Source: an optimization exercise on an open RTL-to-GDS flow (aim: small area). Production flows keep margins and buffers that such runs may drop. At most, simulation tests tie the RTL to the original design; equivalence was not proved. Only the layout flow was run in run 1; the RTL was not checked for function there. Power and IR drop assume default switching activity.

==> design.v <==
module riscvCpu #(parameter PC_WIDTH = 32, INS_WIDTH = 32, REG_WIDTH = 32, IMMFULLWIDTH = 19, REG_ADDR_WIDTH = 5, TOTAL_REGS = 32) (
  input logic resetn,
  input logic clk,
  input logic [REG_WIDTH-1:0] regRdData1,
  input logic [REG_WIDTH-1:0] regRdData2,
  input logic [REG_WIDTH-1:0] memrdData,
  input logic [INS_WIDTH-1:0] InstrData,
  output logic [REG_ADDR_WIDTH-1:0] regWrAdr,
  output logic [REG_ADDR_WIDTH-1:0] regRdAdr1,
  output logic [REG_ADDR_WIDTH-1:0] regRdAdr2,
  output logic regWE,
  output logic [REG_WIDTH-1:0] regWrData,
  output logic [PC_WIDTH-1:0] memAdr,
  output logic [REG_WIDTH-1:0] memwrData,
  output logic memWE,
  output logic [PC_WIDTH-1:0] InstrAdr
);
  function automatic logic is_ctrl(input logic [6:0] op);
    is_ctrl = (op == 7'h63) || (op == 7'h6F) || (op == 7'h67);
  endfunction
  logic [31:0] pc;             
  logic [31:0] instr;          
  logic [31:0] ir;             
  logic [31:0] e_rs1, e_rs2;   
  logic [6:0]  e_op;
  logic [4:0]  e_rd, e_ra1, e_ra2;
  logic [2:0]  e_f3;
  logic [6:0]  e_f7;
  logic [31:0] m_res;          
  logic [31:0] badr;           
  logic        dobr;
  logic        m_ctrl, m_load, m_wr, m_fwd;
  logic [4:0]  m_rd;
  logic [31:0] w_val;          
  logic        w_wr;
  logic [4:0]  w_rd;
  logic        f0, f1, f2;     
  logic        d1, d2, d3;     
  logic [1:0]  e_n;            
  logic        e_j;            
  logic is_op, is_opi, is_auipc, is_lui, is_jal, is_jalr, is_br, is_ld, is_st;
  logic w_stall;
  always_comb
    w_stall = resetn && (is_ctrl(instr[6:0]) || is_ctrl(ir[6:0]) || is_ctrl(e_op) || m_ctrl);
  logic [31:0] pc_inc;
  always_comb begin : inc
    logic c;
    c = !is_jalr;
    pc_inc[1:0] = pc[1:0];
    for (int i = 2; i < 32; i++) begin
      pc_inc[i] = pc[i] ^ c;
      c = c & pc[i];
    end
  end
  assign InstrAdr = pc;
  always_ff @(posedge clk or negedge resetn)
    if (!resetn) pc <= 32'd0;
    else if (dobr) pc <= badr;
    else if (!w_stall) pc <= pc_inc;
  always_ff @(posedge clk) begin
    instr <= w_stall ? 32'h00000013 : InstrData;
    ir <= instr;
  end
  logic inc_now, ir_jal;
  assign inc_now = resetn && !dobr && !w_stall;
  assign ir_jal  = ir[6:0] == 7'h6F;
  always_ff @(posedge clk) begin
    f0 <= inc_now;
    f1 <= f0;
    f2 <= f1;
    d1 <= resetn && dobr;
    d2 <= d1;
    d3 <= d2;
    e_n <= ir_jal ? ({1'b0, f1} + {1'b0, f2}) : ({1'b0, inc_now} + {1'b0, f0} + {1'b0, f1});
    e_j <= d3;
  end
  assign regRdAdr1 = ir[19:15];
  assign regRdAdr2 = ir[24:20];
  logic [31:0] res;
  logic        fwd_next;
  logic [31:0] rs1_data, rs2_data;
  logic hE1, hM1, hW1, hE2, hM2, hW2;
  assign hE1 = (e_rd == ir[19:15]) && (e_rd != 5'd0);
  assign hM1 = (m_rd == ir[19:15]) && (m_rd != 5'd0);
  assign hW1 = (w_rd == ir[19:15]) && (w_rd != 5'd0);
  assign hE2 = (e_rd == ir[24:20]) && (e_rd != 5'd0);
  assign hM2 = (m_rd == ir[24:20]) && (m_rd != 5'd0);
  assign hW2 = (w_rd == ir[24:20]) && (w_rd != 5'd0);
  assign rs1_data = ({32{hE1 && fwd_next}} & res)
                  | ({32{!hE1 && hM1 && m_fwd}} & m_res)
                  | ({32{!hE1 && !hM1 && hW1 && w_wr}} & w_val)
                  | ({32{!hE1 && !hM1 && !hW1}} & regRdData1);
  assign rs2_data = ({32{hE2 && fwd_next}} & res)
                  | ({32{!hE2 && hM2 && m_fwd}} & m_res)
                  | ({32{!hE2 && !hM2 && hW2 && w_wr}} & w_val)
                  | ({32{!hE2 && !hM2 && !hW2}} & regRdData2);
  always_ff @(posedge clk or negedge resetn)
    if (!resetn) begin
      e_op <= 7'd0;
      e_rd <= 5'd0;
    end else begin
      e_op <= ir[6:0];
      e_rd <= ir[11:7];
    end
  always_ff @(posedge clk) begin
    e_rs1 <= rs1_data;
    e_rs2 <= rs2_data;
    e_ra1 <= ir[19:15];
    e_ra2 <= ir[24:20];
    e_f3  <= ir[14:12];
    e_f7  <= ir[31:25];
  end
  assign is_op    = e_op == 7'h33;
  assign is_opi   = e_op == 7'h13;
  assign is_auipc = e_op == 7'h17;
  assign is_lui   = e_op == 7'h37;
  assign is_jal   = e_op == 7'h6F;
  assign is_jalr  = e_op == 7'h67;
  assign is_br    = e_op == 7'h63;
  assign is_ld    = e_op == 7'h03;
  assign is_st    = e_op == 7'h23;
  logic [31:0] imm;
  logic        sS, sB, sU, sJ, sI, sgn;
  assign sS  = is_st;
  assign sB  = is_br;
  assign sU  = is_lui || is_auipc;
  assign sJ  = is_jal;
  assign sI  = !(sS || sB || sU || sJ);
  assign sgn = e_f7[6];
  assign imm[0]     = (sI & e_ra2[0]) | (sS & e_rd[0]);
  assign imm[4:1]   = ({4{sI || sJ}} & e_ra2[4:1]) | ({4{sS || sB}} & e_rd[4:1]);
  assign imm[10:5]  = {6{!sU}} & e_f7[5:0];
  assign imm[11]    = ((sI || sS) & sgn) | (sB & e_rd[0]) | (sJ & e_ra2[0]);
  assign imm[19:12] = ({8{sU || sJ}} & {e_ra1, e_f3}) | ({8{!(sU || sJ)}} & {8{sgn}});
  assign imm[30:20] = ({11{sU}} & {e_f7[5:0], e_ra2}) | ({11{!sU}} & {11{sgn}});
  assign imm[31]    = sgn;
  logic [31:0] opd1, opd2;
  assign opd1 = e_rs1;
  assign opd2 = e_rs2;
  logic [29:0] pcb_hi;
  logic [31:0] pc_back, base, tgt;
  bk_add #(30) u_back (.a(pc[31:2]), .b({28'hfffffff, ~e_n}), .cin(1'b1), .s(pcb_hi), .cout(), .p(), .g());
  assign pc_back = {pcb_hi, pc[1:0]};
  assign base = ({32{is_jalr || is_ld || is_st}} & opd1)
              | ({32{is_auipc || is_br || (is_jal && !e_j)}} & pc_back)
              | ({32{is_jal && e_j}} & badr);
  bk_add #(32) u_tgt (.a(base), .b(imm), .cin(1'b0), .s(tgt), .cout(), .p(), .g());
  assign memWE     = is_st;
  assign memwrData = opd2;
  assign memAdr    = (is_ld || is_st) ? tgt : 32'd0;
  logic        sub;
  logic [31:0] ain, bin, bx, sum, ap, ag;
  logic        cout, ult, eq, slt_s, btkn;
  assign ain = opd1;
  assign bin = ({32{is_op || is_br}} & opd2) | ({32{!(is_op || is_br)}} & tgt);
  assign sub = is_br || ((is_op || is_opi) &&
               ((e_f3 == 3'd0) ? (is_op && (e_f7 != 7'd0)) : (e_f3 == 3'd2 || e_f3 == 3'd3)));
  assign bx  = bin ^ {32{sub}};
  bk_add #(32) u_alu (.a(ain), .b(bx), .cin(sub), .s(sum), .cout(cout), .p(ap), .g(ag));
  assign ult   = !cout;
  assign eq    = &ap;
  assign slt_s = (ain[31] ^ bin[31]) ? ain[31] : ult;
  always_comb
    case (e_f3)
      3'd0: btkn = eq;
      3'd1: btkn = !eq;
      3'd4: btkn = slt_s;
      3'd5: btkn = !slt_s;
      3'd6: btkn = ult;
      3'd7: btkn = !ult;
      default: btkn = 1'b0;
    endcase
  logic        left;
  logic [4:0]  shamt;
  logic [31:0] shin, shout, shres;
  assign left  = (e_f3 == 3'd1);
  assign shamt = is_op ? opd2[4:0] : e_ra2;
  always_comb
    for (int i = 0; i < 32; i++) shin[i] = left ? ain[31-i] : ain[i];
  assign shout = shin >> shamt;
  always_comb
    for (int i = 0; i < 32; i++) shres[i] = shout[31-i];
  logic        alu_op, sel_sum, sel_shl, sel_shr, sel_lt, sel_p, sel_g, sel_pc;
  assign alu_op  = is_op || is_opi;
  assign sel_sum = is_auipc || (alu_op && e_f3 == 3'd0);
  assign sel_shl = alu_op && e_f3 == 3'd1;
  assign sel_shr = alu_op && e_f3 == 3'd5;
  assign sel_lt  = alu_op && (e_f3 == 3'd2 || e_f3 == 3'd3);
  assign sel_p   = alu_op && (e_f3 == 3'd4 || e_f3 == 3'd6);
  assign sel_g   = alu_op && (e_f3 == 3'd6 || e_f3 == 3'd7);
  assign sel_pc  = is_jal || is_jalr;
  always_comb begin
    res = ({32{sel_sum}} & sum) | ({32{sel_shl}} & shres) | ({32{sel_shr}} & shout)
        | ({32{sel_p}} & ap) | ({32{sel_g}} & ag) | ({32{sel_pc}} & pc_inc)
        | ({32{is_lui}} & imm);
    res[0] = res[0] | (sel_lt & ult);
  end
  assign fwd_next = is_op || is_opi || is_auipc || is_jalr || is_lui;
  always_ff @(posedge clk) begin
    m_res  <= res;
    m_fwd  <= fwd_next;
    m_load <= is_ld;
    m_wr   <= fwd_next || is_ld || is_jal;
    m_ctrl <= is_br || is_jal || is_jalr;
    m_rd   <= e_rd;
    dobr   <= is_jal || is_jalr || (is_br && btkn);
    if (is_br || is_jal || is_jalr) badr <= tgt;
    else if (dobr)                  badr <= pc;
  end
  always_ff @(posedge clk) begin
    w_val <= m_load ? memrdData : m_res;
    w_wr  <= m_wr;
    w_rd  <= m_rd;
  end
  assign regWE     = w_wr && (w_rd != 5'd0);
  assign regWrAdr  = w_rd;
  assign regWrData = w_val;
endmodule
module bk_add #(parameter W = 32) (
  input  logic [W-1:0] a,
  input  logic [W-1:0] b,
  input  logic         cin,
  output logic [W-1:0] s,
  output logic         cout,
  output logic [W-1:0] p,
  output logic [W-1:0] g
);
  logic [W-1:0] gg, pp;
  assign p = a ^ b;
  assign g = a & b;
  localparam int LOG = $clog2(W);
  always_comb begin
    gg = g;
    pp = p;
    gg[0] = g[0] | (p[0] & cin);
    for (int k = 0; k < LOG; k++)
      for (int i = 0; i < W; i++)
        if ((i % (2 << k)) == (2 << k) - 1) begin
          gg[i] = gg[i] | (pp[i] & gg[i - (1 << k)]);
          pp[i] = pp[i] & pp[i - (1 << k)];
        end
    for (int k = LOG - 2; k >= 0; k--)
      for (int i = 0; i < W; i++)
        if ((i >= (3 << k) - 1) && ((i - ((3 << k) - 1)) % (2 << k)) == 0) begin
          gg[i] = gg[i] | (pp[i] & gg[i - (1 << k)]);
          pp[i] = pp[i] & pp[i - (1 << k)];
        end
  end
  assign s = p ^ {gg[W-2:0], cin};
  assign cout = gg[W-1];
endmodule
==> flow/run.sh <==
#!/bin/bash
# Own layout flow: the standard ORFS flow (standard.sh) with these changes
# to how the layout is made:
#  * synthesis is the standard synthesis script with an area-oriented ABC
#    mapping script (flow/synth.tcl, flow/abc_area.script); registers are
#    unchanged;
#  * the input and output port buffers are the platform's smallest buffer
#    (sky130_fd_sc_hd__buf_1) instead of the delay buffer buffer_ports picks;
#  * clock tree synthesis inserts no dummy loads and builds the tree from
#    sky130_fd_sc_hd__clkbuf_4 and _8 buffers, in sink clusters of up to 16
#    within 60 um.
# make's full output goes to make_finish.log here; each ORFS step's log is
# copied here too.
set -euo pipefail
export FLOW_WORK="$PWD"
export FLOW_ABC_SCRIPT="$PWD/flow/abc_area.script"
bash standard.sh \
  "SYNTH_SCRIPT=$PWD/flow/synth.tcl" \
  "BUFFER_PORTS_ARGS=-buffer_cell sky130_fd_sc_hd__buf_1" \
  "CTS_ARGS=-sink_clustering_enable -repair_clock_nets -dont_use_dummy_load -buf_list {sky130_fd_sc_hd__clkbuf_4 sky130_fd_sc_hd__clkbuf_8} -sink_clustering_size 16 -sink_clustering_max_diameter 60" \
  finish > make_finish.log 2>&1
cp orfs/logs/sky130hd/riscvCpu/base/*.log . 2>/dev/null || true
==> flow/abc_area.script <==
strash
&get -n
&st
&syn2
&dch -f
&nf -a -R 1000
&put
topo
dnsize -c
==> flow/synth.tcl <==
# The standard synthesis (synth_recipe.tcl, sourced unchanged), with one
# change: Yosys's abc pass maps the combinational logic with the
# area-oriented ABC script in abc_area.script instead of ORFS's script.
# Flip-flops are mapped before abc runs, so the registers, their names and
# their cell types are exactly those of the standard synthesis.
proc abc {args} {
  set i [lsearch -exact $args -script]
  if { $i >= 0 } {
    set args [lreplace $args [expr {$i + 1}] [expr {$i + 1}] $::env(FLOW_ABC_SCRIPT)]
  }
  yosys abc {*}$args
}
source $::env(FLOW_WORK)/synth_recipe.tcl
==> standard.sh <==
#!/bin/bash
# synth_recipe.tcl (not shown) runs the flow's synth.tcl, then flattens the netlist and writes it again
# the make line also repeats each setting of config.mk as NAME=value (left out here)
make -C /OpenROAD-flow-scripts/flow DESIGN_CONFIG=/design/flow/config.mk WORK_HOME=/design/flow/orfs CLKGATE_MAP_FILE= SYNTH_SCRIPT=/design/flow/synth_recipe.tcl "${@:-finish}"
==> config.mk <==
export PLATFORM = sky130hd
export DESIGN_NAME = riscvCpu
export DESIGN_NICKNAME = riscvCpu
export VERILOG_FILES = /design/flow/design.v
export SDC_FILE = /design/flow/constraint.sdc
export NUM_CORES = 4
export LEC_CHECK = 0
export CAP_MARGIN = 0
export CORE_MARGIN = 2
export CORE_UTILIZATION = 55
export SLEW_MARGIN = 0
==> constraint.sdc <==
create_clock -name core_clock -period 9.0 [get_ports {clk}]
set_input_delay 1.8000 -clock core_clock [delete_from_list [all_inputs] [get_ports {clk}]]
set_output_delay 1.8000 -clock core_clock [all_outputs]
set_load 0.01 [all_outputs]
==> results of run 1 <==
==> layout make-up <==
type / count / area [um2] / share of cell area (%)
Timing Repair Buffer: 342 / 1540 / 7.60
Clock buffer: 28 / 385 / 1.90
Inverter: 96 / 360 / 1.78
Multi-Input combinational cell: 1479 / 10700 / 52.7
Sequential cell: 313 / 6810 / 33.6
Tap cell: 402 / 503 / 2.48
==> metal layers <==
metal	vias to the layer above	global-route usage [%]	wire length, um
met5	-	0	0
met4	0	18.8	3760
met3	190	5.84	6150
met2	1012	60.6	29500
met1	8135	51.5	26700
li1	7774	-	-
==> stage by stage <==
step | TNS (ns) | setup WS (ns) | instance area [um2] | power, uW | util, %
2_1_floorplan | 0 | 0.231 | 17800 | 2540 | -
3_3_place_gp | 0 | 0.315 | 19800 | 3030 | 62.4
3_5_place_dp | -0.0317 | -0.0317 | 19800 | 3050 | 62.4
4_1_cts | 0 | 0.0252 | 20200 | 3770 | 63.8
5_1_grt | 0 | 0.00487 | 20300 | 4000 | 64.1
6_report | 0 | 0.439 | 20300 | 3810 | 64.1
==> synthesized netlist by cell type, types with 47 or more instances <==
| cell | instances |
|---|---|
| a21oi_1 | 189 |
| a222oi_1 | 80 |
| a22oi_1 | 47 |
| and2_0 | 52 |
| clkinv_1 | 96 |
| dfxtp_1 | 237 |
| ha_1 | 106 |
| mux2i_1 | 86 |
| nand2_1 | 158 |
| nor2_1 | 150 |
| o21ai_0 | 157 |
| xnor2_1 | 71 |
==> state kept, by name (all words and copies together), names as in the netlist, 2 cells and up <==
register and count:
e_rs1 32, pc 32, badr 32, e_n 2, ir 32, m_rd 5
e_rs2 32, e_rd 5, e_ra2 5, instr 32, e_f7 7, e_ra1 5
w_val 32, m_res 32, w_rd 5, e_op 7, e_f3 3
==> kinds of logic (layout without fill, tap and decap cells) <==
group           Yosys count  after routing  synth area share, %
simple gates            513            513                 13.4
mux                     132            132                 7.76
flops                   313            313                 38.3
xor+xnor                107            107                 5.28
fa+ha+maj               141            141                 11.4
buf+inv                 106            466                 2.45
compound gates          586            586                 21.4
==> timing repair <==
item                                    in CTS  in global routing
pin swaps                                    1                  7
resized for setup                            7                 17
endpoints found under the setup margin       5                 28
buffers inserted                             1                  7
==> where the power goes <==
| group | internal, uW | total (uW) | leakage (uW) | switching, uW |
|---|---|---|---|---|
| Combinational | 494 | 1230 | 0.00492 | 739 |
| Clock | 275 | 727 | 0.000201 | 452 |
| Sequential | 1580 | 1850 | 0.00280 | 270 |
| Total | 2350 | 3810 | 0.00792 | 1460 |
==> cells in the final DEF (no fill, tap or decap), types with 46 or more instances in the layout <==
cell type / count
buf_1: 272
dfxtp_1: 237
a21oi_1: 189
nand2_1: 156
o21ai_0: 151
nor2_1: 149
ha_1: 106
clkinv_1: 96
mux2i_1: 83
a222oi_1: 80
xnor2_1: 71
buf_4: 68
and2_0: 51
a22oi_1: 47
mux2_1: 46
==> worst min path at each step <==
| stage | startpoint | end | slack, ns | cells after the start |
|---|---|---|---|---|
| CTS | ir[26]$_DFF_P_ | e_f7[1]$_DFF_P_ | 0.32 | 0 |
| global route | ir[26]$_DFF_P_ | e_f7[1]$_DFF_P_ | 0.32 | 0 |
| global placement | ir[13]$_DFF_P_ | e_f3[1]$_DFF_P_ | 0.31 | 0 |
| finish | ir[26]$_DFF_P_ | e_f7[1]$_DFF_P_ | 0.31 | 0 |
| detailed placement | ir[25]$_DFF_P_ | e_f7[0]$_DFF_P_ | 0.31 | 0 |
| floorplan | d1$_DFF_P_ | d2$_DFF_P_ | 0.31 | 0 |
==> critical path, delay by kind of cell, from the launching register on <==
kind / cells / cell delay [ns]
compound gates: 6 / 0.83
xor+xnor: 2 / 0.33
fa+ha+maj: 5 / 1.41
buf+inv: 6 / 0.67
flops: 1 / 0.42
simple gates: 13 / 2.46
==> results.txt, run 1 <==
Worst Setup Path Type=reg -> out; DRC errors left=0; routability cong.=1.03; Post-synth top flop=dfxtp_1; drt pass-1 iters=10; Mapped Cells=1898; Max stage delay on crit path=0.43 ns; final hold violations=0; Synth Warn #=3; syn_nets=2168; worst r2r src=e_op[3]$_DFF_PN0_; I/O pin cnt=275; Area growth syn-to-layout=14.2%; 1st-iter DRT viols=2199; CP Launch Type=flip-flop; cell taking the most area after synthesis=dfxtp_1; capture point of the worst path=memAdr[31]; Hold Path Class=reg -> reg; CP arrival=6.76 ns; final setup fails=0; R2R Setup Slk=0.56 ns; # fillers=2725; Cell variety after synth=55; TritonCTS sink count=313; CORE AREA=31600 um2; asr flop ratio synth=14.1%; flops & latches, synth=313; synthesized cell area=17800 um2; Layout Nets=2530; initial antenna violation count=0; clock-pin slew on the worst setup and hold paths=0.11 ns; Max Cap Viol=0; # hold bufs at CTS=0; synth top area cells=dfxtp_1 (27%), ha_1 (7.5%), dfrtp_1 (6.2%); H-tree depth=1; unrepaired setup endpoints after global routing=false; Reg2Reg Depth=38; Layout Cells excl Fill=2660; via/cell ratio=6.43; Leak=0.00792 uW; clk_skew=0.0802 ns; post-synth top area share=26.7%; fraction of layout cells with a size suffix above 1=5.62%; Mean Syn Cell Area=9.36 um2; PwrDens=188 nW/um2; vias after detailed routing=17100; die area=33700 um2; Crit. Startpoint=pc[2]$_DFFE_PN0P_; final hold slack=0.315 ns; critical path endpoint category=output port; Root Buffer=clkbuf_8; I/O Buffers=274; final wirelength=66.1 mm; EDFF count, synth=32; vias in the first global route=16100; total CTS buffers=28; # diodes=0; chip width=184 um; Crit-path slowest cell=fa_1; gr usage total=38.4%; Max Fclk=117 MHz; Least-Margin Pin Slew=1.19 ns; Tcrit/Tclk final=95.1%; post-DP HPWL=50.0 mm; first-pass GRT wire length=98.2 mm; largest net degree at the start of global routing=66; placed cell count=2624; Peak VDD IR=0.000177 V; CP Max Fanout=4; r2r endpoint=e_rs1[31]$_DFF_P_; FP Rows=65; status=timing/DRC/antenna clean; Tmin final=8.56 ns; sequential area share after synthesis=38.3%; grt total ovfl=0; Detail Route Antenna Nets=0; data required time of the worst path=7.20 ns; Initial Utilization=56.1%; Relative slew margins=20.3%; CTS tree=done; Slew Viols, Final=0; DIE HEIGHT=184 um; maximum clock insertion buffer count=3; WL per Instance=24.9 um; worst-skew pair later-pin latency=0.65 ns
==> run 2: changes to the inputs <==
--- a/design.v
+++ b/design.v
@@ -229,5 +229,5 @@
   assign p = a ^ b;
   assign g = a & b;
-  localparam int LOG = $clog2(W);
+  localparam int LOG = (W > 16) ? 5 : (W > 8) ? 4 : (W > 4) ? 3 : (W > 2) ? 2 : 1;
   always_comb begin
     gg = g;
--- a/config.mk
+++ b/config.mk
@@ -9,3 +9,4 @@
 export CORE_MARGIN = 2
 export CORE_UTILIZATION = 55
+export PLACE_DENSITY = 0.75
 export SLEW_MARGIN = 0
==> run 2 against run 1 <==
- still clean
- wire length rose by 2.3%
- non-clock buffer count is 2 lower
- die area stayed put
- register-to-register slack better by 0.02 ns
- combinational power about the same
- largest cell class unchanged
- highest routed layer unchanged
==> results.txt, run 2 <==
I/O Buffers=274 (unchanged); total CTS buffers=27 (-3.6%); top-count cell post-synth=dfxtp_1; initial antenna violation count=0 (unchanged); final hold violations=0 (unchanged); first-pass GRT wire length=100 mm (+2.0%); hold path depth=0 (unchanged); CP Launch Type=flip-flop; Area growth syn-to-layout=13.9%; Mean Syn Cell Area=9.36 um2 (unchanged); Slew Viols, Final=0 (unchanged); dpl cell area=19800 um2 (+0.11%); largest net degree at the start of global routing=66 (unchanged); post-DP HPWL=50.4 mm (+0.72%); critical path endpoint category=output port; Final Util=63.9% (-0.17 points); routability cong.=1.03 (-0.24%); register area=6810 um2 (about the same); status=timing/DRC/antenna clean; capture point of the worst path=memAdr[31]; Relative slew margins=18.5% (-1.8 points); Max Fclk=116 MHz (-0.47%); chip width=184 um (unchanged); # diodes=0 (unchanged); clock-pin slew on the worst setup and hold paths=0.09 ns (-0.02 ns); die area=33700 um2 (unchanged); Top delay family on crit path=simple AND/OR/NAND/NOR gates; CORE AREA=31600 um2 (unchanged); placed cell count=2628 (+0.15%); gr usage total=39.1% (+0.75 points); WL per Instance=25.4 um (+2.4%); EDFF count, synth=32 (unchanged); FP Rows=65 (unchanged); Mapped Cells=1898 (unchanged); Post-synth top flop=dfxtp_1; Design Area, Final=20200 um2 (-0.26%); asr flop ratio synth=14.1% (unchanged); Detail Route Antenna Nets=0 (unchanged); most frequent cells in the layout=buf_1 (273), dfxtp_1 (236), a21oi_1 (189); I/O pin cnt=275 (unchanged); flops & latches, synth=313 (unchanged); DRC errors left=0 (unchanged); Peak VDD IR=0.000178 V (+0.60%); cell taking the most area after synthesis=dfxtp_1; r2r endpoint=e_rs1[27]$_DFF_P_; post-synth top area share=26.7% (unchanged); Max stage delay on crit path=0.44 ns (about the same); Max Cap Viol=0 (unchanged); drt pass-1 iters=8 (-2); 1st-iter DRT viols=2210 (+0.50%); Power Total=3790 uW (-0.49%); sequential area share after synthesis=38.3% (unchanged); worst-skew pair later-pin latency=0.62 ns (-0.03 ns); Least-Margin Pin Slew=1.22 ns (+0.0266 ns); TritonCTS sink count=313 (unchanged); Crit path buffers/inverters=6 (unchanged); DIE HEIGHT=184 um (unchanged); synth top area cells=dfxtp_1 (27%), ha_1 (7.5%), dfrtp_1 (6.2%); vias after detailed routing=17500 (+2.1%); Final TNS setup=0 ns (unchanged); Tcrit/Tclk final=95.6% (+0.45 points); fraction of layout cells with a size suffix above 1=5.37% (-0.26 points); H-tree depth=1 (unchanged); Synth Warn #=3 (unchanged); CTS tree=done; via/cell ratio=6.58 (+2.2%); R2R Setup Slk=0.58 ns (+0.02 ns); PwrDens=188 nW/um2 (-0.23%); grt total ovfl=0 (unchanged); syn_nets=2168 (unchanged); Worst Setup Path Type=reg -> out; Root Buffer=clkbuf_8; Leak=0.00789 uW (-0.36%); maximum clock insertion buffer count=3 (unchanged); Layout Nets=2527 (-0.12%); final setup fails=0 (unchanged); clk_skew=0.0846 ns (+0.00432 ns); WP depth=34 (+6.3%); vias in the first global route=16700 (+3.5%); final wirelength=67.6 mm (+2.3%); data required time of the worst path=7.20 ns (about the same); Initial Utilization=56.1% (unchanged); most common cell after layout, fill and taps aside=buf_1; Hold Path Class=reg -> reg; Reg2Reg Depth=40 (+5.3%); Multi-input gate area=10700 um2 (-0.22%); Tmin final=8.60 ns (+0.0402 ns); Layout Cells excl Fill=2657 (-0.11%); synthesized cell area=17800 um2 (unchanged); commonest cells in the netlist=dfxtp_1 (237), a21oi_1 (189), nand2_1 (158); Cell variety after synth=55 (unchanged); Crit. Startpoint=pc[2]$_DFFE_PN0P_; worst r2r src=e_op[3]$_DFF_PN0_; Crit-path slowest cell=fa_1; CP arrival=6.80 ns (+0.04 ns); # fillers=2739 (+0.51%); CP Max Fanout=3 (-1)
[run 2: cell type report]
type                       instances  area share, %
tap                              402           2.49
timing repair buffer             340           7.54
sequential                       313           33.7
multi-input combinational       1479           52.7
clock buffer                      27           1.84
inverter                          96           1.78
[run 2: how the worst min path moves through the flow]
stage / startpoint / end / slack (ns)
detailed placement: ir[30]$_DFF_P_ / e_f7[5]$_DFF_P_ / 0.31
floorplan: d1$_DFF_P_ / d2$_DFF_P_ / 0.31
CTS: d2$_DFF_P_ / d3$_DFF_P_ / 0.28
finish: d2$_DFF_P_ / d3$_DFF_P_ / 0.29
global route: d2$_DFF_P_ / d3$_DFF_P_ / 0.29
global placement: ir[27]$_DFF_P_ / e_f7[2]$_DFF_P_ / 0.31
[run 2: cell families after synthesis]
group           Yosys count  synth area share, %
simple gates            513                 13.4
flops                   313                 38.3
compound gates          586                 21.4
mux                     132                 7.76
xor+xnor                107                 5.28
buf+inv                 106                 2.45
fa+ha+maj               141                 11.4
[run 2: what timing repair did]
item	CTS	global route
setup endpoints to repair	2	26
pin swaps	0	6
buffers inserted	0	2
hold buffers	0	0
resized for setup	4	14
[run 2: power breakdown]
part | switching [uW] | internal (uW) | leakage, uW | total, uW
combinational | 740 | 490 | 0.00490 | 1230
clock | 451 | 266 | 0.000194 | 716
sequential | 266 | 1580 | 0.00280 | 1850
total | 1460 | 2340 | 0.00789 | 3790
[run 2: metal layers]
layer / global-route usage [%] / vias to the layer above / routed length (um)
met3: 5.23 / 215 / 6350
met2: 62.2 / 1117 / 30300
li1: - / 7780 / -
met5: 0 / - / 0
met4: 18.5 / 0 / 3710
met1: 53.0 / 8363 / 27300
[run 2: stage by stage]
step,setup WS [ns],hold slack (ns)
CTS,0.0625,0.282
detailed placement,0.169,0.312
global route,-0.0653,0.287
floorplan,0.231,0.310
global placement,0.384,0.310
finish,0.398,0.286
==> run 3: changes to the inputs <==
--- a/config.mk
+++ b/config.mk
@@ -9,4 +9,3 @@
 export CORE_MARGIN = 2
 export CORE_UTILIZATION = 55
-export PLACE_DENSITY = 0.75
 export SLEW_MARGIN = 0
==> run 3 against run 2 <==
- setup slack better by 0.040 ns
- synthesized area unchanged
- combinational power about the same
- via count down 2.1%
- sequential power about the same
- die area unchanged
- clock power up 2%
- core utilization up 0.17 points
- hold slack better by 0.029 ns
- first-iteration DRC count down 0.50%
- critical path depth down 2
- design area up 0.26%
- critical endpoint unchanged
==> results.txt, run 3 <==
hold path depth=0 (unchanged); cell taking the most area after synthesis=dfxtp_1; Root Buffer=clkbuf_8; Hold Path Class=reg -> reg; die area=33700 um2 (unchanged); maximum clock insertion buffer count=3 (unchanged); post-synthesis mux area share=7.76% (unchanged); post-DP HPWL=50.0 mm (-0.72%); H-tree depth=1 (unchanged); final hold violations=0 (unchanged); Leak=0.00792 uW (+0.36%); routability cong.=1.03 (+0.24%); DIE HEIGHT=184 um (unchanged); final wirelength=66.1 mm (-2.2%); WL per Instance=24.9 um (-2.3%); initial antenna violation count=0 (unchanged); largest family of logic cells by synthesized area=compound AO/OA/AOI/OAI gates; top-count cell post-synth=dfxtp_1; Cell variety after synth=55 (unchanged); Tcrit/Tclk final=95.1% (-0.45 points); final setup fails=0 (unchanged); FP Rows=65 (unchanged); CP Launch Type=flip-flop; most common cell after layout, fill and taps aside=buf_1; Peak VDD IR=0.000177 V (-0.59%); TritonCTS sink count=313 (unchanged); Comb pwr share=32.4% (about the same); EDFF count, synth=32 (unchanged); # diodes=0 (unchanged); clock share of power=19.1% (+0.2 points); Max stage delay on crit path=0.43 ns (about the same); switch share=38.3% (about the same); Int Pwr=2350 uW (+0.55%); # hold bufs at CTS=0 (unchanged); Mean Syn Cell Area=9.36 um2 (unchanged); CORE AREA=31600 um2 (unchanged); Synth Warn #=3 (unchanged); Worst Setup Path Type=reg -> out; Synth Area in Adders=11.4% (unchanged); worst-skew pair later-pin latency=0.65 ns (+0.03 ns); largest net degree at the start of global routing=66 (unchanged); sequential area share after synthesis=38.3% (unchanged); post-synth top area share=26.7% (unchanged); total CTS buffers=28 (+3.7%); Layout Nets=2530 (+0.12%); worst r2r src=e_op[3]$_DFF_PN0_; chip width=184 um (unchanged); Relative slew margins=20.3% (+1.8 points); status=timing/DRC/antenna clean; CP Max Fanout=4 (+1); Power Total=3810 uW (+0.49%); vias after detailed routing=17100 (-2.1%); PwrDens=188 nW/um2 (+0.23%); Reg2Reg Depth=38 (-5.0%); R2R Setup Slk=0.56 ns (-0.02 ns); data required time of the worst path=7.20 ns (about the same); via/cell ratio=6.43 (-2.2%); Design Area, Final=20300 um2 (+0.26%); Detail Route Antenna Nets=0 (unchanged); xor/xnor share of the synthesized area=5.28% (unchanged); flops & latches, synth=313 (unchanged); Least-Margin Pin Slew=1.19 ns (-0.0266 ns); Initial Utilization=56.1% (unchanged); Post-synth top flop=dfxtp_1; compound-cell area share of the yosys netlist=21.4% (unchanged); hold path start=ir[26]$_DFF_P_; synth top area cells=dfxtp_1 (27%), ha_1 (7.5%), dfrtp_1 (6.2%); DRC errors left=0 (unchanged); syn_nets=2168 (unchanged); Max Fclk=117 MHz (+0.47%); clk_skew=0.0802 ns (-0.00432 ns); Max Cap Viol=0 (unchanged); Sw Pwr=1460 uW (+0.39%); Slew Viols, Final=0 (unchanged); I/O pin cnt=275 (unchanged); grt total ovfl=0 (unchanged); worst hold endpoint=e_f7[1]$_DFF_P_; Crit-path slowest cell=fa_1; unrepaired setup endpoints after global routing=false; commonest cells in the netlist=dfxtp_1 (237), a21oi_1 (189), nand2_1 (158); fraction of layout cells with a size suffix above 1=5.62% (+0.26 points); CTS tree=done; CP arrival=6.76 ns (-0.04 ns); I/O Buffers=274 (unchanged); gr usage total=38.4% (-0.75 points); Final Util=64.1% (+0.17 points); synthesized cell area=17800 um2 (unchanged); clock-pin slew on the worst setup and hold paths=0.11 ns (+0.02 ns); 1st-iter DRT viols=2199 (-0.50%); vias in the first global route=16100 (-3.4%); r2r endpoint=e_rs1[31]$_DFF_P_; Tmin final=8.56 ns (-0.0402 ns); Reg power frac=48.6% (about the same); dpl cell area=19800 um2 (-0.11%); most frequent cells in the layout=buf_1 (272), dfxtp_1 (237), a21oi_1 (189); Post-Synth Simple-Gate Area=13.4% (unchanged); Area growth syn-to-layout=14.2%; first-pass GRT wire length=98.2 mm (-2.0%); asr flop ratio synth=14.1% (unchanged); drt pass-1 iters=10 (+2); critical path endpoint category=output port; Mapped Cells=1898 (unchanged)
## run 3: power by group through the flow
| stage | sequential [uW] | combinational [uW] | clock [uW] |
|---|---|---|---|
| 2_1_floorplan | 1810 | 735 | 0 |
| 3_3_place_gp | 1860 | 1170 | 0 |
| 3_5_place_dp | 1860 | 1180 | 0 |
| 4_1_cts | 1840 | 1200 | 732 |
| 5_1_grt | 1860 | 1360 | 779 |
| 6_report | 1850 | 1230 | 727 |
## run 3: what timing repair did
action | 4_1_cts | 5_1_grt
gates resized for setup | 7 | 17
setup endpoints to repair | 5 | 28
pin swaps | 1 | 7
setup buffers | 1 | 7
## run 3: kinds of logic (layout without fill, tap and decap cells)
| group | after synthesis | after routing |
|---|---|---|
| AO/OA/AOI/OAI | 586 | 586 |
| AND/OR/NAND/NOR | 513 | 513 |
| flip-flops | 313 | 313 |
| adder cells (fa/ha/maj) | 141 | 141 |
| multiplexers | 132 | 132 |
| XOR/XNOR | 107 | 107 |
| buffers and inverters | 106 | 466 |
## run 3: how the worst max path moves through the flow
stage	startpoint	end	slack (ns)	cells after the start
after floorplan	e_op[5]$_DFF_PN0_	e_rs2[27]$_DFF_P_	0.23	39
after global placement	pc[2]$_DFFE_PN0P_	dobr$_DFF_P_	0.32	42
after detailed placement	pc[2]$_DFFE_PN0P_	dobr$_DFF_P_	-0.03	42
after CTS	pc[2]$_DFFE_PN0P_	memAdr[31]	0.03	32
after global routing	e_op[3]$_DFF_PN0_	e_rs1[0]$_DFF_P_	0.005	40
final	pc[2]$_DFFE_PN0P_	memAdr[31]	0.44	32
## run 3: final cells by class
class	instances	area [um2]
fillers	2725	11400
well taps	402	503
flip-flops and latches	313	6810
repair buffers	342	1540
inverters	96	360
multi-input cells	1479	10700
clock buffers	28	385
## run 3: per-stage QoR
stage	setup WS, ns	instances	hold WS, ns	TNS, ns
6_report	0.439	2660	0.315	0
5_1_grt	0.00487	2660	0.324	0
4_1_cts	0.0252	2653	0.320	0
3_5_place_dp	-0.0317	2624	0.312	-0.0317
3_3_place_gp	0.315	2624	0.310	0
2_1_floorplan	0.231	1898	0.310	0
## run 3: critical path, delay by kind of cell (launching register included)
kind / cells / cell delay [ns]
AOI/OAI and AO/OA: 6 / 0.83
and+or+nand+nor: 13 / 2.46
buffers and inverters: 6 / 0.67
DFF: 1 / 0.42
adders and majority gates: 5 / 1.41
xor gates and xnor gates: 2 / 0.33
## run 3: routing by layer
layer,part of all wire (%),track usage [%],vias to the layer above
li1,-,-,7774
met1,40,51.5,8135
met2,45,60.6,1012
met3,9.3,5.84,190
met4,5.7,18.8,0
met5,0,0,-
==> run 4: changes to the inputs <==
--- a/flow/run.sh
+++ b/flow/run.sh
@@ -2,7 +2,7 @@
 # Own layout flow: the standard ORFS flow (standard.sh) with these changes
 # to how the layout is made:
-#  * synthesis is the standard synthesis script with an area-oriented ABC
-#    mapping script (flow/synth.tcl, flow/abc_area.script); registers are
-#    unchanged;
+#  * synthesis is the standard synthesis script, but adders are not
+#    extracted into adder cells and ABC maps with an area-oriented script
+#    (flow/synth.tcl, flow/abc_area.script); registers are unchanged;
 #  * the input and output port buffers are the platform's smallest buffer
 #    (sky130_fd_sc_hd__buf_1) instead of the delay buffer buffer_ports picks;
==> flow/synth.tcl (replaced) <==
# The standard synthesis (synth_recipe.tcl, sourced unchanged), with two
# changes to how the combinational logic is mapped: full and half adders are
# not extracted into the platform's adder cells (extract_fa does nothing), and
# Yosys's abc pass uses the area-oriented ABC script in abc_area.script instead
# of ORFS's script.
# Flip-flops are mapped before abc runs, so the registers, their names and
# their cell types are exactly those of the standard synthesis.
proc extract_fa {args} {
  puts "extract_fa: skipped, adders are mapped by abc"
}
proc abc {args} {
  set i [lsearch -exact $args -script]
  if { $i >= 0 } {
    set args [lreplace $args [expr {$i + 1}] [expr {$i + 1}] $::env(FLOW_ABC_SCRIPT)]
  }
  yosys abc {*}$args
}
source $::env(FLOW_WORK)/synth_recipe.tcl
==> run 4 against run 3 <==
- still clean on timing, DRC and antenna
- design area shrank 1.7%
- global-route usage grew 4.8 points
- clock power shrank 3.6%
- largest power group unchanged
- highest routed layer unchanged
==> results.txt, run 4 <==
status=timing/DRC/antenna clean; CORE AREA=31300 um2 (-1.0%); EDFF count, synth=32 (unchanged); largest family of logic cells by synthesized area=compound AO/OA/AOI/OAI gates; final wirelength=73.6 mm (+11%); cell taking the most area after synthesis=dfxtp_1; FP Rows=65 (unchanged); post-DP HPWL=53.9 mm (+7.8%); Least-Margin Pin Slew=1.20 ns (+0.0126 ns); via/cell ratio=6.74 (+4.8%); Layout Nets=2496 (-1.3%); worst-skew pair later-pin latency=0.64 ns (about the same); final hold violations=0 (unchanged); sequential area share after synthesis=39.2% (+0.83 points); critical path's most frequent cell=buf_4; gr usage total=43.2% (+4.8 points); Reg2Reg Depth=35 (-7.9%); data required time of the worst path=7.20 ns (about the same); Design Area, Final=19900 um2 (-1.7%); dpl cell area=19500 um2 (-1.5%); Max Fclk=114 MHz (-2.6%); vias in the first global route=17500 (+8.9%); Cell variety after synth=60 (+9.1%); worst hold endpoint=ir[23]$_DFF_P_; most frequent cells in the layout=buf_1 (273), nor2_1 (261), dfxtp_1 (236); # diodes=0 (unchanged); synthesized cell area=17400 um2 (-2.1%); Post-synth top flop=dfxtp_1; Max Cap Viol=0 (unchanged); Mean Syn Cell Area=8.68 um2 (-7.2%); hold path depth=0 (unchanged); H-tree depth=1 (unchanged); Slew Viols, Final=0 (unchanged); CP Launch Type=flip-flop; I/O Buffers=274 (unchanged); Final Util=63.7% (-0.41 points); total CTS buffers=25 (-11%); Crit path buffers/inverters=4 (-2); syn_nets=2132 (-1.7%); # fillers=2698 (-0.99%); flops & latches, synth=313 (unchanged); xor/xnor share of the synthesized area=9.37% (+4.1 points); asr flop ratio synth=14.1% (unchanged); final setup fails=0 (unchanged); I/O pin cnt=275 (unchanged); Max stage delay on crit path=0.57 ns (+0.14 ns); die area=33000 um2 (-2.1%); TritonCTS sink count=313 (unchanged); Tcrit/Tclk final=97.7% (+2.5 points); PwrDens=186 nW/um2 (-0.85%); post-synthesis mux area share=7.59% (-0.17 points); Worst Setup Path Type=reg -> out; Synth Area in Adders=0.691% (-11 points); Peak VDD IR=0.000214 V (+21%); R2R Setup Slk=0.45 ns (-0.11 ns); largest net degree at the start of global routing=66 (unchanged); synth top area cells=dfxtp_1 (27%), dfrtp_1 (6.3%), nor2_1 (5.7%); commonest cells in the netlist=nor2_1 (265), dfxtp_1 (237), nand2_1 (222); Tmin final=8.79 ns (+0.227 ns); Area growth syn-to-layout=14.7%; Synth Warn #=3 (unchanged); Hold Path Class=reg -> reg; DIE HEIGHT=182 um (-1.0%); r2r endpoint=e_rs1[0]$_DFF_P_; Relative slew margins=19.7% (-0.65 points); maximum clock insertion buffer count=3 (unchanged); Root Buffer=clkbuf_8; WL per Instance=26.6 um (+7.1%); fraction of layout cells with a size suffix above 1=6.98% (+1.4 points); CTS tree=done; Crit-path slowest cell=xnor2_1; Mapped Cells=2002 (+5.5%); chip width=182 um (-1.0%); worst r2r src=pc[3]$_DFFE_PN0P_; initial antenna violation count=0 (unchanged); post-synth top area share=27.3% (+0.58 points); Post-Synth Simple-Gate Area=18.2% (+4.8 points); CP arrival=6.99 ns (+0.23 ns); drt pass-1 iters=10 (unchanged); routability cong.=1.06 (+3.0%); compound-cell area share of the yosys netlist=23.6% (+2.2 points); DRC errors left=0 (unchanged); Top delay family on crit path=compound AO/OA/AOI/OAI gates; Initial Utilization=55.5% (-0.62 points); critical path endpoint category=output port; most common cell after layout, fill and taps aside=buf_1; clock-pin slew on the worst setup and hold paths=0.10 ns (about the same); first-pass GRT wire length=107 mm (+9.2%); Crit. Startpoint=pc[3]$_DFFE_PN0P_; grt total ovfl=0 (unchanged); Leak=0.00750 uW (-5.3%); CP Max Fanout=8 (+4); clk_skew=0.0608 ns (-0.0194 ns); top-count cell post-synth=nor2_1; 1st-iter DRT viols=3042 (+38%); vias after detailed routing=18700 (+9.0%); Detail Route Antenna Nets=0 (unchanged); hold path start=instr[23]$_SDFF_PP0_
run 4: cell count changes after synthesis, sizes merged, moves of 38 or more:
cell / change
nor2: +115
ha: -106
nand2: +64
clkinv: -53
mux2i: -52
xnor2: +41
xor2: +38
run 4: cell families after synthesis:
logic type	after synthesis
buffers and inverters	53
xor gates and xnor gates	186
AOI/OAI and AO/OA	628
and+or+nand+nor	713
DFF	313
muxes	97
adders and majority gates	12
run 4: worst max-delay path by stage:
stage	to	slack, ns	cells past startpoint
floorplan	dobr$_DFF_P_	0.26	35
global placement	dobr$_DFF_P_	0.67	36
detailed placement	dobr$_DFF_P_	0.39	36
CTS	memAdr[31]	0.05	30
global route	memAdr[31]	-0.007	29
finish	memAdr[30]	0.21	27
run 4: repair_timing:
action,4_1_cts,5_1_grt
setup endpoints to repair,1,23
pin swaps,0,7
gates resized for setup,8,29
setup buffers,0,2
hold buffers,0,0
run 4: cell type report:
cell class	count	area [um2]	share of cell area (%)
Sequential cell	313	6810	34.1
Clock buffer	25	344	1.73
Multi-Input combinational cell	1636	10500	52.9
Timing Repair Buffer	347	1580	7.93
Inverter	43	161	0.809
Tap cell	402	503	2.52
run 4: stage by stage:
stage	TNS, ns	total power (uW)	hold WS, ns	instances	setup WS [ns]
2_1_floorplan	0	2520	0.310	2002	0.260
3_3_place_gp	0	2950	0.310	2739	0.666
3_5_place_dp	0	2980	0.312	2739	0.386
4_1_cts	0	3660	0.332	2764	0.0535
5_1_grt	-0.00699	3860	0.336	2766	-0.00699
6_report	0	3720	0.324	2766	0.211
run 4: power breakdown:
part           internal, uW  switching [uW]
registers              1570             284
clock network           247             454
logic                   457             706
run 4: per-layer routing:
metal	track usage, %	share of wire [%]
met1	54.3	37
met2	66.8	43
met3	10.1	12
met4	28.6	7.9
met5	0	0
==> run 5: changes to the inputs <==
==> flow/abc_area.script (replaced) <==
strash
dch
amap
topo
dnsize -c
==> run 5 against run 4 <==
- the layout now fails its checks (capacitance limit, slew limit, setup timing)
- core utilization grew 12 points
- sequential share of layout area down 4.2 points
- flip-flop and latch count is the same
- critical path type unchanged
==> results.txt, run 5 <==
cell taking the most area after synthesis=dfxtp_1; Crit. Startpoint=pc[3]$_DFFE_PN0P_; Tmin final=9.35 ns (+0.562 ns); final setup fails=7 (+7); # hold bufs at CTS=0 (unchanged); syn_nets=2273 (+6.6%); Final TNS setup=-1.21 ns (-1.21 ns); Cell variety after synth=41 (-32%); maximum clock insertion buffer count=3 (unchanged); Root Buffer=clkbuf_8; grt total ovfl=0 (unchanged); clk_skew=0.0747 ns (+0.0138 ns); switch share=39.0% (+0.21 points); most frequent cells in the layout=buf_4 (359), nor2_1 (284), buf_1 (271); CP Max Fanout=4 (-4); FP Rows=63 (-3.1%); largest net degree at the start of global routing=63 (-4.5%); Hold Path Class=reg -> reg; final wirelength=80.4 mm (+9.2%); r2r endpoint=dobr$_DFF_P_; R2R Setup Slk=-0.24 ns (-0.69 ns); DRC errors left=0 (unchanged); Max stage delay on crit path=0.40 ns (-0.17 ns); # diodes=0 (unchanged); gr usage total=46.8% (+3.6 points); I/O Buffers=274 (unchanged); PwrDens=185 nW/um2 (-0.50%); clock-pin slew on the worst setup and hold paths=0.10 ns (about the same); post-synth top area share=28.3% (+0.98 points); first-pass GRT wire length=114 mm (+5.9%); DIE HEIGHT=179 um (-1.7%); Leak=0.00847 uW (+13%); Design Area, Final=22700 um2 (+14%); Max Cap Viol=2 (+2); Initial Utilization=56.2% (+0.65 points); Slew Viols, Final=8 (+8); Post-synth top flop=dfxtp_1; routability cong.=1.02 (-4.0%); Area growth syn-to-layout=35.3%; Comb pwr share=37.4% (+6.1 points); SO Viols=capacitance limit, slew limit, setup timing; most common cell after layout, fill and taps aside=buf_4; Reg power frac=43.1% (-6.8 points); commonest cells in the netlist=nor2_1 (354), clkinv_1 (237), dfxtp_1 (237); I/O pin cnt=275 (unchanged); chip width=179 um (-1.7%); die area=31900 um2 (-3.4%); dpl cell area=20500 um2 (+5.4%); Peak VDD IR=0.000197 V (-8.1%); critical path endpoint category=output port; Synth Warn #=3 (unchanged); drt pass-1 iters=9 (-1); CP Launch Type=flip-flop; Tcrit/Tclk final=104% (+6.2 points); H-tree depth=2 (+1); Place WS=-1.07 ns (-1.45 ns); Detail Route Antenna Nets=0 (unchanged); Max Fclk=107 MHz (-6.0%); CTS tree=done; Mean Syn Cell Area=7.83 um2 (-9.8%); Final Util=76.0% (+12 points); fin worst setup slack=-0.351 ns (-0.562 ns); CP arrival=7.55 ns (+0.56 ns); status=finished with violations; Least-Margin Pin Slew=1.57 ns (+0.364 ns); initial antenna violation count=1 (+1); synth top area cells=dfxtp_1 (28%), nor2_1 (7.9%), o22ai_1 (6.7%); TritonCTS sink count=313 (unchanged); Reg2Reg Depth=64 (+83%); EDFF count, synth=32 (unchanged); CORE AREA=29900 um2 (-4.6%); Layout Cells excl Fill=3202 (+16%); worst r2r src=pc[3]$_DFFE_PN0P_; Int Pwr=2570 uW (+13%); vias after detailed routing=21900 (+17%); data required time of the worst path=7.20 ns (about the same); total CTS buffers=34 (+36%); Relative slew margins=-5.72% (-25 points); sequential area share after synthesis=40.6% (+1.4 points); 1st-iter DRT viols=3241 (+6.5%); placed cell count=3080 (+12%); vias in the first global route=20400 (+16%); Worst Setup Path Type=reg -> out; synthesized cell area=16800 um2 (-3.5%); worst-skew pair later-pin latency=0.58 ns (-0.06 ns); post-DP HPWL=52.9 mm (-2.0%); fraction of layout cells with a size suffix above 1=22.7% (+16 points); Layout Nets=2944 (+18%); Crit-path slowest cell=dfrtp_1; final hold violations=0 (unchanged); flops & latches, synth=313 (unchanged); capture point of the worst path=memAdr[31]; asr flop ratio synth=14.1% (unchanged); via/cell ratio=6.83 (+1.3%); WL per Instance=25.1 um (-5.7%); top-count cell post-synth=nor2_1; Sw Pwr=1640 uW (+14%); unrepaired setup endpoints after global routing=true; Mapped Cells=2143 (+7.0%); critical path's most frequent cell=buf_4; clock share of power=19.5% (+0.7 points)
run 5: cell count changes after synthesis, sizes merged, moves of 39 or more:
cell / change
clkinv: +194
o22ai: +165
xnor2: -110
nor2: +89
a221o: +88
o22a: +84
xor2: -74
a222oi: -71
and2: -54
nand2: -54
mux2: -39
run 5: final cells by class:
| class | count | area (um2) |
|---|---|---|
| multi-input combinational | 1583 | 10100 |
| fill | 2188 | 7170 |
| sequential | 313 | 6810 |
| timing repair buffer | 645 | 3890 |
| inverter | 237 | 913 |
| tap | 390 | 488 |
| clock buffer | 34 | 468 |
run 5: cell families (layout without fill, tap and decap cells):
family / after synthesis / after routing / share of synthesized area, %
xor gates and xnor gates: 2 / 2 / 0.104
and+or+nand+nor: 685 / 685 / 17.3
DFF: 313 / 313 / 40.6
buffers and inverters: 247 / 916 / 5.75
AOI/OAI and AO/OA: 896 / 896 / 36.3
run 5: timing repair:
item,in CTS,in global routing
resized for setup,119,181
hold endpoints to repair,0,0
setup buffers,50,43
endpoints found under the setup margin,26,52
pin swaps,48,65
run 5: worst min-delay path by stage:
| stage | startpoint | end | slack, ns | depth (start not counted) |
|---|---|---|---|---|
| 2_1_floorplan | d1$_DFF_P_ | d2$_DFF_P_ | 0.31 | 0 |
| 3_3_place_gp | instr[27]$_SDFF_PP0_ | ir[27]$_DFF_P_ | 0.31 | 0 |
| 6_report | instr[24]$_SDFF_PP0_ | ir[24]$_DFF_P_ | 0.27 | 0 |
| 3_5_place_dp | instr[19]$_SDFF_PP0_ | ir[19]$_DFF_P_ | 0.31 | 0 |
| 5_1_grt | instr[24]$_SDFF_PP0_ | ir[24]$_DFF_P_ | 0.28 | 0 |
| 4_1_cts | instr[24]$_SDFF_PP0_ | ir[24]$_DFF_P_ | 0.27 | 0 |
run 5: metrics by stage:
step | hold WS, ns | power (uW)
3_3_place_gp | 0.310 | 3090
4_1_cts | 0.274 | 3970
3_5_place_dp | 0.313 | 3120
6_report | 0.274 | 4210
2_1_floorplan | 0.310 | 2510
5_1_grt | 0.277 | 4360
run 5: routing by layer:
layer	GRT usage (%)	up-vias	part of all wire, %
li1	-	9435	-
met1	57.0	9998	35
met2	71.1	1870	42
met3	13.1	565	14
met4	33.6	2	8.5
met5	0	-	0.016
run 5: worst max-delay path, delay by kind of cell, from the launching register on:
family	cells	cell delay, ns
DFF	1	0.40
buffers and inverters	22	2.81
and+or+nand+nor	19	1.53
AOI/OAI and AO/OA	13	2.26
run 5: power by group through the flow:
stage | Combinational [uW] | Sequential, uW | Clock (uW)
after floorplan | 733 | 1780 | 0
after global placement | 1290 | 1800 | 0
after detailed placement | 1310 | 1800 | 0
after CTS | 1370 | 1790 | 811
after global routing | 1670 | 1820 | 866
final | 1580 | 1810 | 820
==> run 6: changes to the inputs <==
--- a/design.v
+++ b/design.v
@@ -59,5 +59,5 @@
     else if (!w_stall) pc <= pc_inc;
   always_ff @(posedge clk) begin
-    instr <= w_stall ? 32'h00000013 : InstrData;
+    instr <= InstrData & ~({32{w_stall}} & 32'h01ff8fff);
     ir <= instr;
   end
==> flow/abc_area.script (replaced) <==
strash
&get -n
&st
&syn2
&dch -f
&nf -a -R 1000
&put
topo
dnsize -c
--- a/config.mk
+++ b/config.mk
@@ -9,3 +9,4 @@
 export CORE_MARGIN = 2
 export CORE_UTILIZATION = 55
+export PLACE_DENSITY = 0.75
 export SLEW_MARGIN = 0
==> run 6 against run 5 <==
- the run now finishes clean
- sequential power barely moved
- die area is 3.3% higher
- flip-flop and latch count stayed put
- critical path type unchanged
- highest routed layer unchanged
==> results.txt, run 6 <==
critical path endpoint category=output port; Peak VDD IR=0.000157 V (-21%); fraction of layout cells with a size suffix above 1=6.22% (-16 points); EDFF count, synth=32 (unchanged); PwrDens=183 nW/um2 (-1.4%); CTS tree=done; initial antenna violation count=3 (+2); drt pass-1 iters=8 (-1); chip width=182 um (+1.7%); post-synth top area share=27.3% (-0.93 points); vias after detailed routing=18600 (-15%); # hold bufs at CTS=0 (unchanged); dpl cell area=19400 um2 (-5.4%); Layout Nets=2478 (-16%); sequential area share after synthesis=39.2% (-1.3 points); clock share of power=19.5% (about the same); routability cong.=1.07 (+4.7%); Final TNS setup=0 ns (+1.21 ns); CP Launch Type=flip-flop; Design Area, Final=19800 um2 (-13%); Mapped Cells=1984 (-7.4%); DRC errors left=0 (unchanged); Hold Path Class=reg -> reg; Initial Utilization=55.4% (-0.75 points); 1st-iter DRT viols=2669 (-18%); Area growth syn-to-layout=14.2%; Tcrit/Tclk final=94.4% (-9.5 points); Max Cap Viol=0 (-2); clk_skew=0.0748 ns (+0.000161 ns); flops & latches, synth=313 (unchanged); Sw Pwr=1370 uW (-17%); maximum clock insertion buffer count=3 (unchanged); worst-skew pair later-pin latency=0.63 ns (+0.05 ns); gr usage total=43.7% (-3.2 points); TritonCTS sink count=313 (unchanged); syn_nets=2114 (-7.0%); Slew Viols, Final=0 (-8); Int Pwr=2250 uW (-12%); Least-Margin Pin Slew=1.33 ns (-0.236 ns); post-DP HPWL=54.6 mm (+3.3%); switch share=37.8% (-1.2 points); asr flop ratio synth=14.1% (unchanged); WL per Instance=26.9 um (+7.3%); CORE AREA=31300 um2 (+4.8%); final hold violations=0 (unchanged); Worst Setup Path Type=reg -> out; Crit-path slowest cell=or4_1; first-pass GRT wire length=108 mm (-5.0%); worst-path cell chain=nand2b_1 -> maj3_1 -> or3_1 -> nor2_2 -> nand4_1 -> or4_1 -> or2_0 -> xnor2_1 -> a222oi_1 -> nand2_1 -> nor2b_1 -> and4_1 -> o21ai_0 -> nand2_1 -> a31oi_2 -> o31ai_2 -> a31oi_1 -> o21ai_1 -> a21o_1 -> maj3_1 -> xnor2_1 -> nor2_1 -> buf_1; grt total ovfl=0 (unchanged); Comb pwr share=29.6% (-7.8 points); CP Max Fanout=10 (+6); # diodes=0 (unchanged); clock-pin slew on the worst setup and hold paths=0.10 ns (about the same); CP arrival=6.69 ns (-0.86 ns); Reg power frac=50.9% (+7.8 points); DIE HEIGHT=182 um (+1.7%); Root Buffer=clkbuf_8; largest net degree at the start of global routing=66 (+4.8%); Tmin final=8.49 ns (-0.858 ns); Mean Syn Cell Area=8.75 um2 (+12%); synthesized cell area=17400 um2 (+3.4%); vias in the first global route=17600 (-14%); final wirelength=74.0 mm (-7.9%); final setup fails=0 (-7); Detail Route Antenna Nets=0 (unchanged); Cell variety after synth=56 (+37%); most common cell after layout, fill and taps aside=buf_1; Synth Warn #=3 (unchanged); status=timing/DRC/antenna clean; placed cell count=2722 (-12%); via/cell ratio=6.77 (-0.90%); I/O Buffers=274 (unchanged); I/O pin cnt=275 (unchanged); Leak=0.00744 uW (-12%); H-tree depth=1 (-1); Max stage delay on crit path=0.51 ns (+0.11 ns); Relative slew margins=11.1% (+17 points); cell taking the most area after synthesis=dfxtp_1; total CTS buffers=26 (-24%); die area=33000 um2 (+3.3%); Max Fclk=118 MHz (+10%); FP Rows=65 (+3.2%); synth top area cells=dfxtp_1 (27%), dfrtp_1 (6.3%), xnor2_1 (6.3%); data required time of the worst path=7.20 ns (about the same); most frequent cells in the layout=buf_1 (273), dfxtp_1 (236), nand2_1 (235); commonest cells in the netlist=dfxtp_1 (237), nand2_1 (237), nor2_1 (231); Layout Cells excl Fill=2748 (-14%); Post-synth top flop=dfxtp_1
-- run 6: area by class of cell --
cell class                 count  area (um2)
timing repair buffer         346        1570
clock buffer                  26         358
fill                        2747       11500
multi-input combinational   1612       10400
tap                          402         503
inverter                      49         184
sequential                   313        6810
-- run 6: worst paths after layout --
path	start	to	slack, ns	cells past startpoint
min	ir[13]$_DFF_P_	e_f3[1]$_DFF_P_	0.31	0
min reg2reg	ir[13]$_DFF_P_	e_f3[1]$_DFF_P_	0.31	0
min in group asynchronous	resetn	e_op[4]$_DFF_PN0_	1.28	2
max reg2reg	e_op[3]$_DFF_PN0_	e_rs1[30]$_DFF_P_	0.72	39
max	pc[2]$_DFFE_PN0P_	memAdr[31]	0.51	23
max in group asynchronous	resetn	pc[15]$_DFFE_PN0P_	7.17	2
-- run 6: stage by stage --
stage               hold slack, ns  util [%]  worst slack [ns]  power (uW)
global route                 0.331      63.3           -0.0204        3780
finish                       0.311      63.3             0.508        3620
global placement             0.310      62.0             0.843        2880
floorplan                    0.310         -             0.688        2460
CTS                          0.310      63.1             0.162        3590
detailed placement           0.312      62.0             0.616        2900
-- run 6: routing by layer --
layer	vias to the layer above	track usage, %	routed length, um
li1	8099	-	-
met1	8775	56.1	27500
met2	1415	67.3	32200
met3	309	10.4	9200
met4	2	25.4	5130
met5	-	0	20
-- run 6: cells by family (layout without fill, tap and decap cells) --
| family | Yosys count | after routing | share of synthesized area [%] |
|---|---|---|---|
| AOI/OAI and AO/OA | 621 | 621 | 23.2 |
| xor gates and xnor gates | 195 | 195 | 9.84 |
| adders and majority gates | 17 | 17 | 0.981 |
| buffers and inverters | 59 | 421 | 1.49 |
| DFF | 313 | 313 | 39.2 |
| muxes | 102 | 102 | 7.90 |
| and+or+nand+nor | 677 | 677 | 17.3 |
-- run 6: worst max-delay path: cells and delay by family (launching register included) --
kind	cells	cell delay (ns)
compound gates	7	1.41
xor+xnor	2	0.33
fa+ha+maj	2	0.75
buf+inv	1	0.18
flops	1	0.50
simple gates	11	2.86
-- run 6: power by group through the flow --
stage / combinational [uW] / clock [uW] / sequential (uW)
3_5_place_dp: 1040 / 0 / 1860
5_1_grt: 1160 / 765 / 1850
6_report: 1070 / 706 / 1840
3_3_place_gp: 1020 / 0 / 1860
2_1_floorplan: 667 / 0 / 1790
4_1_cts: 1040 / 713 / 1830
-- run 6: repair_timing --
item,in CTS,in global routing
buffers inserted,0,0
resized for setup,0,13
setup endpoints to repair,0,17
==> run 7: changes to the inputs <==
==> flow/abc_area.script (replaced) <==
strash
&get -n
&st
&syn2
&dch -f
&nf -a -R 1000
&put
topo
stime -c
upsize -c
dnsize -c
upsize -c
dnsize -c
==> run 7 against run 6 <==
- clock skew increased by 0.0078 ns
- first-iteration DRC count fell by 7.7%
- combinational power hardly changed
- design area shrank 0.45%
- wire length grew 0.58%
- clock power is 1% higher
- count of clock-buffer cells in the layout is 1 higher
- cell count decreased by 1.1%
- register-to-register slack worse by 0.08 ns
- sequential power about the same
- hold slack lost 0.0043 ns
- via count down 0.56%
- critical path type unchanged
- largest cell class unchanged
==> results.txt, run 7 <==
via/cell ratio=6.80 (+0.53%); placed cell count=2690 (-1.2%); FP Rows=65 (unchanged); Crit-path slowest cell=or3_4; CP arrival=6.68 ns (about the same); post-DP HPWL=55.0 mm (+0.73%); Design Area, Final=19700 um2 (-0.45%); Int Pwr=2250 uW (-0.24%); # fillers=2776 (+1.1%); Tcrit/Tclk final=94.2% (-0.14 points); DRC errors left=0 (unchanged); I/O Buffers=274 (unchanged); CP Max Fanout=14 (+4); Root Buffer=clkbuf_8; Layout Nets=2447 (-1.3%); EDFF count, synth=32 (unchanged); # resized after CTS=0 (unchanged); Synth Warn #=3 (unchanged); Tmin final=8.48 ns (-0.0129 ns); Relative slew margins=17.5% (+6.4 points); commonest cells in the netlist=dfxtp_1 (237), nand2_1 (234), nor2_1 (229); fraction of layout cells with a size suffix above 1=6.31% (+0.083 points); syn_nets=2114 (unchanged); Initial Utilization=55.7% (+0.27 points); total CTS buffers=27 (+3.8%); Reg power frac=51.1% (+0.2 points); H-tree depth=1 (unchanged); clk_skew=0.0826 ns (+0.00776 ns); gr usage total=43.5% (-0.15 points); PwrDens=184 nW/um2 (+0.50%); routability cong.=1.04 (-2.1%); Layout Cells excl Fill=2718 (-1.1%); Multi-input gate area=10500 um2 (+1.3%); Detail Route Antenna Nets=0 (unchanged); synthesized cell area=17500 um2 (+1.0%); sequential area share after synthesis=38.8% (-0.39 points); worst-skew pair later-pin latency=0.64 ns (about the same); drt pass-1 iters=9 (+1); final setup fails=0 (unchanged); status=timing/DRC/antenna clean; Cell variety after synth=80 (+43%); Max Cap Viol=0 (unchanged); DIE HEIGHT=183 um (+0.49%); top-count cell post-synth=dfxtp_1; Peak VDD IR=0.000184 V (+18%); Post-CTS Setup Bufs=0 (unchanged); CP Launch Type=flip-flop; TritonCTS sink count=313 (unchanged); critical path endpoint category=output port; Mapped Cells=1984 (unchanged); xor/xnor share of the synthesized area=9.79% (-0.056 points); Max Fclk=118 MHz (+0.15%); Max stage delay on crit path=0.43 ns (-0.08 ns); dpl cell area=19300 um2 (-0.34%); WL per Instance=27.4 um (+1.7%); # hold bufs at CTS=0 (unchanged); post-synth top area share=27.1% (-0.27 points); Comb pwr share=29.2% (-0.4 points); CTS tree=done; maximum clock insertion buffer count=3 (unchanged); Reg2Reg Depth=38 (-2.6%); Area growth syn-to-layout=12.5%; final wirelength=74.5 mm (+0.58%); largest family of logic cells by synthesized area=compound AO/OA/AOI/OAI gates; synth top area cells=dfxtp_1 (27%), dfrtp_1 (6.3%), xnor2_1 (6.1%); Synth Area in Adders=1.00% (+0.019 points); initial antenna violation count=0 (-3); most common cell after layout, fill and taps aside=buf_1; unrepaired setup endpoints after global routing=false; fin worst setup slack=0.521 ns (+0.0129 ns); compound-cell area share of the yosys netlist=23.5% (+0.27 points); Post-Synth Simple-Gate Area=17.6% (+0.25 points); register area=6810 um2 (unchanged); vias in the first global route=17100 (-2.7%); Sw Pwr=1370 uW (+0.51%); Least-Margin Pin Slew=1.24 ns (-0.0980 ns); I/O pin cnt=275 (unchanged); Final TNS setup=0 ns (unchanged); Place WS=0.862 ns (+0.245 ns); Mean Syn Cell Area=8.83 um2 (+1.0%); Leak=0.00736 uW (-1.1%); clock-pin slew on the worst setup and hold paths=0.09 ns (about the same); vias after detailed routing=18500 (-0.56%); largest net degree at the start of global routing=67 (+1.5%); Slew Viols, Final=0 (unchanged); Post-synth top flop=dfxtp_1; asr flop ratio synth=14.1% (unchanged); chip width=183 um (+0.49%); first-pass GRT wire length=108 mm (+0.42%); hold path depth=0 (unchanged); post-synthesis mux area share=7.82% (-0.079 points); grt total ovfl=0 (unchanged); switch share=37.9% (+0.18 points); clock share of power=19.8% (+0.3 points); CORE AREA=31500 um2 (+0.52%); die area=33300 um2 (+0.99%); critical path's most frequent cell=nand2_1; Worst Setup Path Type=reg -> out; cell taking the most area after synthesis=dfxtp_1; data required time of the worst path=7.20 ns (about the same); Hold Path Class=reg -> reg; flops & latches, synth=313 (unchanged); final hold violations=0 (unchanged); 1st-iter DRT viols=2463 (-7.7%); most frequent cells in the layout=buf_1 (273), dfxtp_1 (236), nand2_1 (233)
-- run 7: cell types whose count changed after synthesis, moves of 4 or more --
cell,before,now
o21ai_2,0,5
o21ai_0,173,161
inv_2,0,6
or2_0,17,13
o21ai_1,0,7
clkinv_1,49,43
-- run 7: stage by stage --
stage / total power, uW / util, % / hold slack, ns
floorplan: 2470 / - / 0.310
global placement: 2870 / 61.5 / 0.310
detailed placement: 2890 / 61.5 / 0.312
CTS: 3590 / 62.6 / 0.308
global route: 3770 / 62.6 / 0.314
finish: 3620 / 62.6 / 0.307
-- run 7: cell type report --
cell class / count / share of cell area (%)
inverters: 49 / 0.933
clock buffers: 27 / 1.88
repair buffers: 314 / 6.75
flip-flops and latches: 313 / 34.5
multi-input cells: 1612 / 53.3
diodes: 1 / 0.0127
well taps: 402 / 2.55
-- run 7: worst max-delay path: cells and delay by family, from the launching register on --
family | cells | cell delay (ns)
and+or+nand+nor | 12 | 2.72
AOI/OAI and AO/OA | 10 | 2.10
DFF | 1 | 0.40
adders and majority gates | 2 | 0.40
buffers and inverters | 3 | 0.34
xor gates and xnor gates | 1 | 0.10
-- run 7: path summary, 6_finish.rpt --
path,from,end,slack [ns]
min,d3$_DFF_P_,e_j$_DFF_P_,0.31
max in group asynchronous,resetn,pc[10]$_DFFE_PN0P_,7.13
min in group asynchronous,resetn,e_rd[3]$_DFF_PN0_,1.30
max,e_op[3]$_DFF_PN0_,memAdr[31],0.52
max reg2reg,e_op[3]$_DFF_PN0_,e_rs1[31]$_DFF_P_,0.64
min reg2reg,d3$_DFF_P_,e_j$_DFF_P_,0.31
-- run 7: layer usage --
layer | track usage (%) | vias up | wire, um
met5 | 0 | - | 0
met4 | 24.4 | 0 | 4590
met3 | 8.76 | 256 | 8960
met2 | 68.1 | 1341 | 33000
met1 | 56.4 | 8842 | 27900
li1 | - | 8056 | -
-- run 7: logic make-up (layout without fill, tap and decap cells) --
kind of cell / after synthesis / after routing
compound gates: 621 / 621
xor+xnor: 195 / 195
fa+ha+maj: 17 / 17
buf+inv: 59 / 390
flops: 313 / 313
mux: 102 / 102
other cells: 0 / 1
simple gates: 677 / 677
-- run 7: power groups by stage --
stage	Sequential, uW	Combinational, uW	Clock, uW
after global routing	1860	1150	766
after detailed placement	1860	1030	0
after global placement	1860	1010	0
after CTS	1830	1030	725
after floorplan	1790	681	0
final	1850	1060	716

==> re-timing with driven ports <==
No port has a modelled driver above. Below, the same layouts with a new extraction and two added sets of constraints.
Step 1 (the two cells are an assumption about what drives the block):
set clk [get_ports {clk}]
set_driving_cell -lib_cell sky130_fd_sc_hd__clkbuf_16 $clk
set_driving_cell -lib_cell sky130_fd_sc_hd__buf_2 [delete_from_list [all_inputs] $clk]
Step 2 also shifts input and output timing later by t, the mid clock arrival at the registers, as if the neighbouring blocks saw the same clock.
Slacks: ideal ports / drivers / drivers and shift; pairs: ideal ports / drivers.
run	t (ns)	setup slack, ns	latest minus earliest clock arrival (ns)	worst data-port slew with drivers (ns)	cell pins on the clock port's net
run 1	0.667	0.439 / 0.385 / 0.564	0.080 / 0.080	0.04	1
run 2	0.631	0.398 / 0.349 / 0.576	0.085 / 0.084	0.05	1
run 3	0.667	0.439 / 0.385 / 0.564	0.080 / 0.080	0.04	1
run 4	0.657	0.211 / 0.159 / 0.449	0.060 / 0.061	0.05	1
run 5	0.595	-0.351 / -0.404 / -0.238	0.074 / 0.075	0.05	1
run 6	0.641	0.508 / 0.457 / 0.716	0.075 / 0.075	0.05	1
run 7	0.646	0.521 / 0.470 / 0.644	0.083 / 0.083	0.04	1
